Source: an optimization exercise on an open RTL-to-GDS flow (aim: small area, a short achievable clock period and few clock cycles). Production flows keep margins and buffers that such runs may drop.
Power and IR drop assume default switching activity.

==> inputs of 01-26 <==
==> flow/design.v (excerpt) <==
module mips_cpu_bus(
    input logic clk,
    input logic reset,
    output logic active,
    output logic[31:0] register_v0,
    output logic[31:0] address,
    output logic write,
    output logic read,
    input logic waitrequest,
    output logic[31:0] writedata,
    output logic[3:0] byteenable,
    input logic[31:0] readdata
);
==> flow/config.mk <==
export PLATFORM = sky130hd
export DESIGN_NAME = mips_cpu_bus
export DESIGN_NICKNAME = mips_cpu_bus
export VERILOG_FILES = /design/flow/design.v
export SDC_FILE = /design/flow/constraint.sdc
export NUM_CORES = 8
export LEC_CHECK = 0
export CAP_MARGIN = 20
export CORE_MARGIN = 2
export CORE_UTILIZATION = 40
export SETUP_SLACK_MARGIN = 5
export SLEW_MARGIN = 20
==> flow/constraint.sdc <==
create_clock -name core_clock -period 12.5 [get_ports {clk}]
set_input_delay 2.5000 -clock core_clock [delete_from_list [all_inputs] [get_ports {clk}]]
set_output_delay 2.5000 -clock core_clock [all_outputs]
set_load 0.01 [all_outputs]
run.sh (not shown) runs the stock make flow with config.mk's settings and CLKGATE_MAP_FILE= SYNTH_SCRIPT=/design/flow/synth_recipe.tcl, a recipe that flattens the netlist after the stock synthesis.
==> 09-06 (differences from 01-26) <==
--- a/flow/design.v
+++ b/flow/design.v
@@ -13,16 +13,15 @@
 );
     localparam [29:0] RESET_PC = 30'h2FF00000;    
     logic        qv, qd, qw;
     logic [29:0] qa;
     logic [3:0]  qbe;
-    logic [31:0] qwd;
     assign address    = {qa, 2'b00};
     assign read       = qv & !qw;
     assign write      = qv & qw;
     assign byteenable = qbe;
-    assign writedata  = qwd;
+    assign writedata  = mres;        
     wire acc = qv & !waitrequest;
     logic [29:0] fpc;           
     logic        arr;           
     logic [1:0]  nq;            
     logic [31:0] iq0, iq1;
@@ -30,11 +29,10 @@
     logic        dsk;           
     logic        halting;
     logic        ev;
     logic [31:0] ea, eb;
     logic [25:0] ei;
-    logic [29:0] epc1;          
     logic [4:0]  edst;
     logic [3:0]  ealu;
     logic        eload, estore, elink;
     logic [2:0]  emt;
     logic        ebr, ejmp, ejr;
@@ -122,11 +120,10 @@
         if (d_op[2:0] == 3'b111) d_imm = {di[15:0], 16'd0};               
         else if (d_op[2])        d_imm = {16'd0, di[15:0]};               
         else                     d_imm = {{16{di[15]}}, di[15:0]};        
     end
     wire [29:0] dpc1 = dpc + 30'd1;
-    wire [29:0] dpc2 = dpc1 + 30'd1;
     logic        rf_we;
     logic [4:0]  rf_wa;
     logic [31:0] rf_wd;
     logic [31:0] rf_a, rf_b;
     mips_cpu_registers regs(
@@ -141,11 +138,12 @@
     mips_cpu_ALU alu(.op(ealu), .a(ea), .b(eb), .sa(alu_sa), .y(alu_y));
     logic        md_busy;
     logic [31:0] md_hi, md_lo;
     logic [31:0] eres;
     always_comb begin
-        if (eload | elink) eres = eb;
+        if (eload)         eres = eb;
+        else if (elink)    eres = {dpc1, 2'b00};    
         else if (emfhi)    eres = md_hi;
         else if (emflo)    eres = md_lo;
         else               eres = alu_y;
     end
     wire [31:0] agu = ea + {{16{ei[15]}}, ei[15:0]};
@@ -161,19 +159,19 @@
             3'b000:  br_cond = a_neg;                
             default: br_cond = !a_neg;               
         endcase
     end
     wire        e_taken = ev & (ejmp | ejr | (ebr & br_cond));
-    wire [29:0] bta     = epc1 + {{14{ei[15]}}, ei[15:0]};
-    wire [29:0] target  = ejr ? ea[31:2] : ejmp ? {epc1[29:26], ei[25:0]} : bta;
+    wire [29:0] bta     = dpc + {{14{ei[15]}}, ei[15:0]};
+    wire [29:0] target  = ejr ? ea[31:2] : ejmp ? {dpc[29:26], ei[25:0]} : bta;
     wire q_free   = !qv | acc | !qd;
     wire m_done   = mv & (!mmem | (acc & qd));
     wire m_free   = !mv | m_done;
     wire e_mdop     = emthi | emtlo | emul | ediv | emfhi | emflo;
     wire e_md_stall = e_mdop & md_busy;
     wire e_mem      = eload | estore;
-    wire e_br_wait  = e_taken & !dv;              
+    wire e_br_wait  = (e_taken | elink) & !dv;    
     wire e_done = ev & m_free & !e_md_stall & !e_br_wait &
                   !((e_mem | e_taken) & !q_free);
     wire e_free = !ev | e_done;
     wire d_uses_rs = !(d_j | d_jal);
     wire d_uses_rt = d_r | d_store | (d_op[5:1] == 5'b00010) |
@@ -250,11 +248,11 @@
                        (fm && mdst == d_rs) ? mres :
                        (rf_we && wdst == d_rs) ? wval : rf_a;
     wire [31:0] d_b0 = (fe && edst == d_rt) ? eres :
                        (fm && mdst == d_rt) ? mres :
                        (rf_we && wdst == d_rt) ? wval : rf_b;
-    wire [31:0] d_b  = d_immalu ? d_imm : d_link ? {dpc2, 2'b00} : d_b0;
+    wire [31:0] d_b  = d_immalu ? d_imm : d_b0;
     always_ff @(posedge clk) begin
         if (reset) begin
             qv      <= 1'b1;
             qd      <= 1'b0;
             qw      <= 1'b0;
@@ -275,11 +273,10 @@
                 qv  <= 1'b1;
                 qd  <= 1'b1;
                 qw  <= estore;
                 qa  <= agu[31:2];
                 qbe <= be_mem;
-                qwd <= st_data;
             end else if (redirect) begin
                 qv  <= (target != 30'd0);
                 qd  <= 1'b0;
                 qw  <= 1'b0;
                 qa  <= target;
@@ -324,11 +321,10 @@
         end
         if (d_adv) begin
             ea    <= d_a;
             eb    <= d_b;
             ei    <= di[25:0];
-            epc1  <= dpc1;
             edst  <= d_dst;
             ealu  <= d_alu;
             eload <= d_load;
             estore<= d_store;
             elink <= d_link;
@@ -347,11 +343,11 @@
         end
         if (e_done) begin
             mmem  <= e_mem;
             mload <= eload;
             mdst  <= edst;
-            mres  <= eres;
+            mres  <= estore ? st_data : eres;
             mmt   <= emt;
             moff  <= agu[1:0];
         end
         if (m_done) begin
             wload <= mload;
==> flow/flow/run.sh (new file) <==
#!/bin/bash
# Layout flow: the standard ORFS flow (standard synthesis unchanged), with
# repair_timing aiming below the design's clock period, and real buffers
# (not delay cells) on the ports. Each tool's output goes to flow.log.
set -euo pipefail
MARGIN=$(cat flow/margin.txt 2>/dev/null || echo 7)
sed -e "s#\"\${@:-finish}\"#SETUP_SLACK_MARGIN=${MARGIN} BUFFER_PORTS_ARGS=\"-buffer_cell sky130_fd_sc_hd__buf_4\" \"\${@:-finish}\"#" \
    standard.sh > my_standard.sh
cat my_standard.sh > my_standard_sh.log
bash my_standard.sh > flow.log 2>&1
==> flow/flow/margin.txt (new file) <==
8
==> flow/standard.sh (new file) <==
#!/bin/bash
# synth_recipe.tcl (not shown) runs the flow's synth.tcl, then flattens the netlist and writes it again
# the make line also repeats each setting of config.mk as NAME=value (left out here)
make -C /OpenROAD-flow-scripts/flow DESIGN_CONFIG=/design/flow/config.mk WORK_HOME=/design/flow/orfs CLKGATE_MAP_FILE= SYNTH_SCRIPT=/design/flow/synth_recipe.tcl "${@:-finish}"
- SETUP_SLACK_MARGIN: 5 -> not set
removed: flow/run.sh
==> 05-01 (differences from 01-26) <==
--- a/flow/design.v
+++ b/flow/design.v
@@ -13,16 +13,15 @@
 );
     localparam [29:0] RESET_PC = 30'h2FF00000;    
     logic        qv, qd, qw;
     logic [29:0] qa;
     logic [3:0]  qbe;
-    logic [31:0] qwd;
     assign address    = {qa, 2'b00};
     assign read       = qv & !qw;
     assign write      = qv & qw;
     assign byteenable = qbe;
-    assign writedata  = qwd;
+    assign writedata  = mres;        
     wire acc = qv & !waitrequest;
     logic [29:0] fpc;           
     logic        arr;           
     logic [1:0]  nq;            
     logic [31:0] iq0, iq1;
@@ -30,11 +29,10 @@
     logic        dsk;           
     logic        halting;
     logic        ev;
     logic [31:0] ea, eb;
     logic [25:0] ei;
-    logic [29:0] epc1;          
     logic [4:0]  edst;
     logic [3:0]  ealu;
     logic        eload, estore, elink;
     logic [2:0]  emt;
     logic        ebr, ejmp, ejr;
@@ -122,11 +120,10 @@
         if (d_op[2:0] == 3'b111) d_imm = {di[15:0], 16'd0};               
         else if (d_op[2])        d_imm = {16'd0, di[15:0]};               
         else                     d_imm = {{16{di[15]}}, di[15:0]};        
     end
     wire [29:0] dpc1 = dpc + 30'd1;
-    wire [29:0] dpc2 = dpc1 + 30'd1;
     logic        rf_we;
     logic [4:0]  rf_wa;
     logic [31:0] rf_wd;
     logic [31:0] rf_a, rf_b;
     mips_cpu_registers regs(
@@ -141,11 +138,12 @@
     mips_cpu_ALU alu(.op(ealu), .a(ea), .b(eb), .sa(alu_sa), .y(alu_y));
     logic        md_busy;
     logic [31:0] md_hi, md_lo;
     logic [31:0] eres;
     always_comb begin
-        if (eload | elink) eres = eb;
+        if (eload)         eres = eb;
+        else if (elink)    eres = {dpc1, 2'b00};    
         else if (emfhi)    eres = md_hi;
         else if (emflo)    eres = md_lo;
         else               eres = alu_y;
     end
     wire [31:0] agu = ea + {{16{ei[15]}}, ei[15:0]};
@@ -161,19 +159,19 @@
             3'b000:  br_cond = a_neg;                
             default: br_cond = !a_neg;               
         endcase
     end
     wire        e_taken = ev & (ejmp | ejr | (ebr & br_cond));
-    wire [29:0] bta     = epc1 + {{14{ei[15]}}, ei[15:0]};
-    wire [29:0] target  = ejr ? ea[31:2] : ejmp ? {epc1[29:26], ei[25:0]} : bta;
+    wire [29:0] bta     = dpc + {{14{ei[15]}}, ei[15:0]};
+    wire [29:0] target  = ejr ? ea[31:2] : ejmp ? {dpc[29:26], ei[25:0]} : bta;
     wire q_free   = !qv | acc | !qd;
     wire m_done   = mv & (!mmem | (acc & qd));
     wire m_free   = !mv | m_done;
     wire e_mdop     = emthi | emtlo | emul | ediv | emfhi | emflo;
     wire e_md_stall = e_mdop & md_busy;
     wire e_mem      = eload | estore;
-    wire e_br_wait  = e_taken & !dv;              
+    wire e_br_wait  = (e_taken | elink) & !dv;    
     wire e_done = ev & m_free & !e_md_stall & !e_br_wait &
                   !((e_mem | e_taken) & !q_free);
     wire e_free = !ev | e_done;
     wire d_uses_rs = !(d_j | d_jal);
     wire d_uses_rt = d_r | d_store | (d_op[5:1] == 5'b00010) |
@@ -250,11 +248,11 @@
                        (fm && mdst == d_rs) ? mres :
                        (rf_we && wdst == d_rs) ? wval : rf_a;
     wire [31:0] d_b0 = (fe && edst == d_rt) ? eres :
                        (fm && mdst == d_rt) ? mres :
                        (rf_we && wdst == d_rt) ? wval : rf_b;
-    wire [31:0] d_b  = d_immalu ? d_imm : d_link ? {dpc2, 2'b00} : d_b0;
+    wire [31:0] d_b  = d_immalu ? d_imm : d_b0;
     always_ff @(posedge clk) begin
         if (reset) begin
             qv      <= 1'b1;
             qd      <= 1'b0;
             qw      <= 1'b0;
@@ -275,11 +273,10 @@
                 qv  <= 1'b1;
                 qd  <= 1'b1;
                 qw  <= estore;
                 qa  <= agu[31:2];
                 qbe <= be_mem;
-                qwd <= st_data;
             end else if (redirect) begin
                 qv  <= (target != 30'd0);
                 qd  <= 1'b0;
                 qw  <= 1'b0;
                 qa  <= target;
@@ -324,11 +321,10 @@
         end
         if (d_adv) begin
             ea    <= d_a;
             eb    <= d_b;
             ei    <= di[25:0];
-            epc1  <= dpc1;
             edst  <= d_dst;
             ealu  <= d_alu;
             eload <= d_load;
             estore<= d_store;
             elink <= d_link;
@@ -347,11 +343,11 @@
         end
         if (e_done) begin
             mmem  <= e_mem;
             mload <= eload;
             mdst  <= edst;
-            mres  <= eres;
+            mres  <= estore ? st_data : eres;
             mmt   <= emt;
             moff  <= agu[1:0];
         end
         if (m_done) begin
             wload <= mload;
==> flow/flow/run.sh (new file) <==
#!/bin/bash
# Layout flow: the standard ORFS flow (standard synthesis unchanged), with
# repair_timing aiming below the design's clock period, and real buffers
# (not delay cells) on the ports. Each tool's output goes to flow.log.
set -euo pipefail
MARGIN=$(cat flow/margin.txt 2>/dev/null || echo 7)
sed -e "s#\"\${@:-finish}\"#SETUP_SLACK_MARGIN=${MARGIN} BUFFER_PORTS_ARGS=\"-buffer_cell sky130_fd_sc_hd__buf_4\" \"\${@:-finish}\"#" \
    standard.sh > my_standard.sh
cat my_standard.sh > my_standard_sh.log
bash my_standard.sh > flow.log 2>&1
==> flow/flow/margin.txt (new file) <==
7
==> flow/standard.sh (new file) <==
#!/bin/bash
# synth_recipe.tcl (not shown) runs the flow's synth.tcl, then flattens the netlist and writes it again
# the make line also repeats each setting of config.mk as NAME=value (left out here)
make -C /OpenROAD-flow-scripts/flow DESIGN_CONFIG=/design/flow/config.mk WORK_HOME=/design/flow/orfs CLKGATE_MAP_FILE= SYNTH_SCRIPT=/design/flow/synth_recipe.tcl "${@:-finish}"
- SETUP_SLACK_MARGIN: 5 -> not set
removed: flow/run.sh
==> flow_summary.yaml <==
run_status:
  status: "no timing/DRC/antenna violations"
worst_setup_path:
  timing.rr.end: "qv$_SDFFE_PP1P_"
  crit_fanout: 26
pwr:
  p_seq_uw: 8180
  swShare_pct: 51.3
  pg_comb_uw: 19200
clocking:
  post-cts-setup-buffers: 37
placed_design:
  pre_cts_ws_ns: 4.76
routing:
  route.met2.wl_um: 207000
  first_iter_violations: 16049
layout:
  clock_buffers: 217
sta:
  drv_slew: 0
  hold_ws_ns: 0.426
floorplan:
  die_area_um2: 232000
synthesis:
  yosys.area_share.simple_pct: 13.5
global_routing:
  gr-usage-met3_pct: 12.2
That was 05-01.
==> flow_summary.yaml <==
floorplan:
  die_area_um2: 236000
pwr:
  swShare_pct: 49.9
  p_seq_uw: 8570
clocking:
  post-cts-setup-buffers: 0
global_routing:
  gr-usage-met3_pct: 12.9
sta:
  hold_ws_ns: 0.437
worst_setup_path:
  timing.rr.end: "md.m[13]$_DFFE_PP_"
routing:
  route.met2.wl_um: 198000
synthesis:
  yosys.area_share.simple_pct: 12.9
run_status:
  status: "no timing/DRC/antenna violations"
That was 01-26.
==> flow_summary.yaml <==
run_status:
  status: "complete, but fails checks"
  violations: "max-capacitance violations, max-slew violations"
clocking:
  post-cts-setup-buffers: 474
  cts_hold_buf: 0
pwr:
  swShare_pct: 50.2
  pg_comb_uw: 24300
job:
  max-cap-violations: 2
placed_design:
  placedCellCount: 11731
worst_setup_path:
  crit_fanout: 6
layout:
  clock_buffers: 204
routing:
  first_iter_violations: 18126
  route.met2.wl_um: 220000
sta:
  drv_slew: 2
That was 09-06.
No functional check of the RTL was part of any run of this note.

-- port drivers added, routing unchanged --
The flow's constraints put no driver on any port. The routed layouts listed below were extracted and timed again, unchanged, in two steps. Step 1 (the two cells are an assumption about what drives the block):
set clk [get_ports {clk}]
set_driving_cell -lib_cell sky130_fd_sc_hd__clkbuf_16 $clk
set_driving_cell -lib_cell sky130_fd_sc_hd__buf_2 [delete_from_list [all_inputs] $clk]
Step 2 also shifts input and output timing later by t, the mid clock arrival at the registers, as if the neighbouring blocks saw the same clock. Three values: ideal, step 1, step 2; two values: the first two.
run | shift t [ns] | slack for setup (ns) | hold slack, ns | cell pins on the clock port's net
01-26 | 0.949 | 4.794 / 4.854 / 3.906 | 0.437 / 0.437 / 0.437 | 1
09-06 | 0.944 | 6.890 / 6.939 / 5.995 | 0.439 / 0.439 / 0.439 | 1
05-01 | 0.946 | 6.765 / 6.837 / 5.891 | 0.426 / 0.426 / 0.426 | 1
The setup slack of 09-06, which loses most, moves by +0.049 ns with the drivers and by -0.895 ns with both steps.
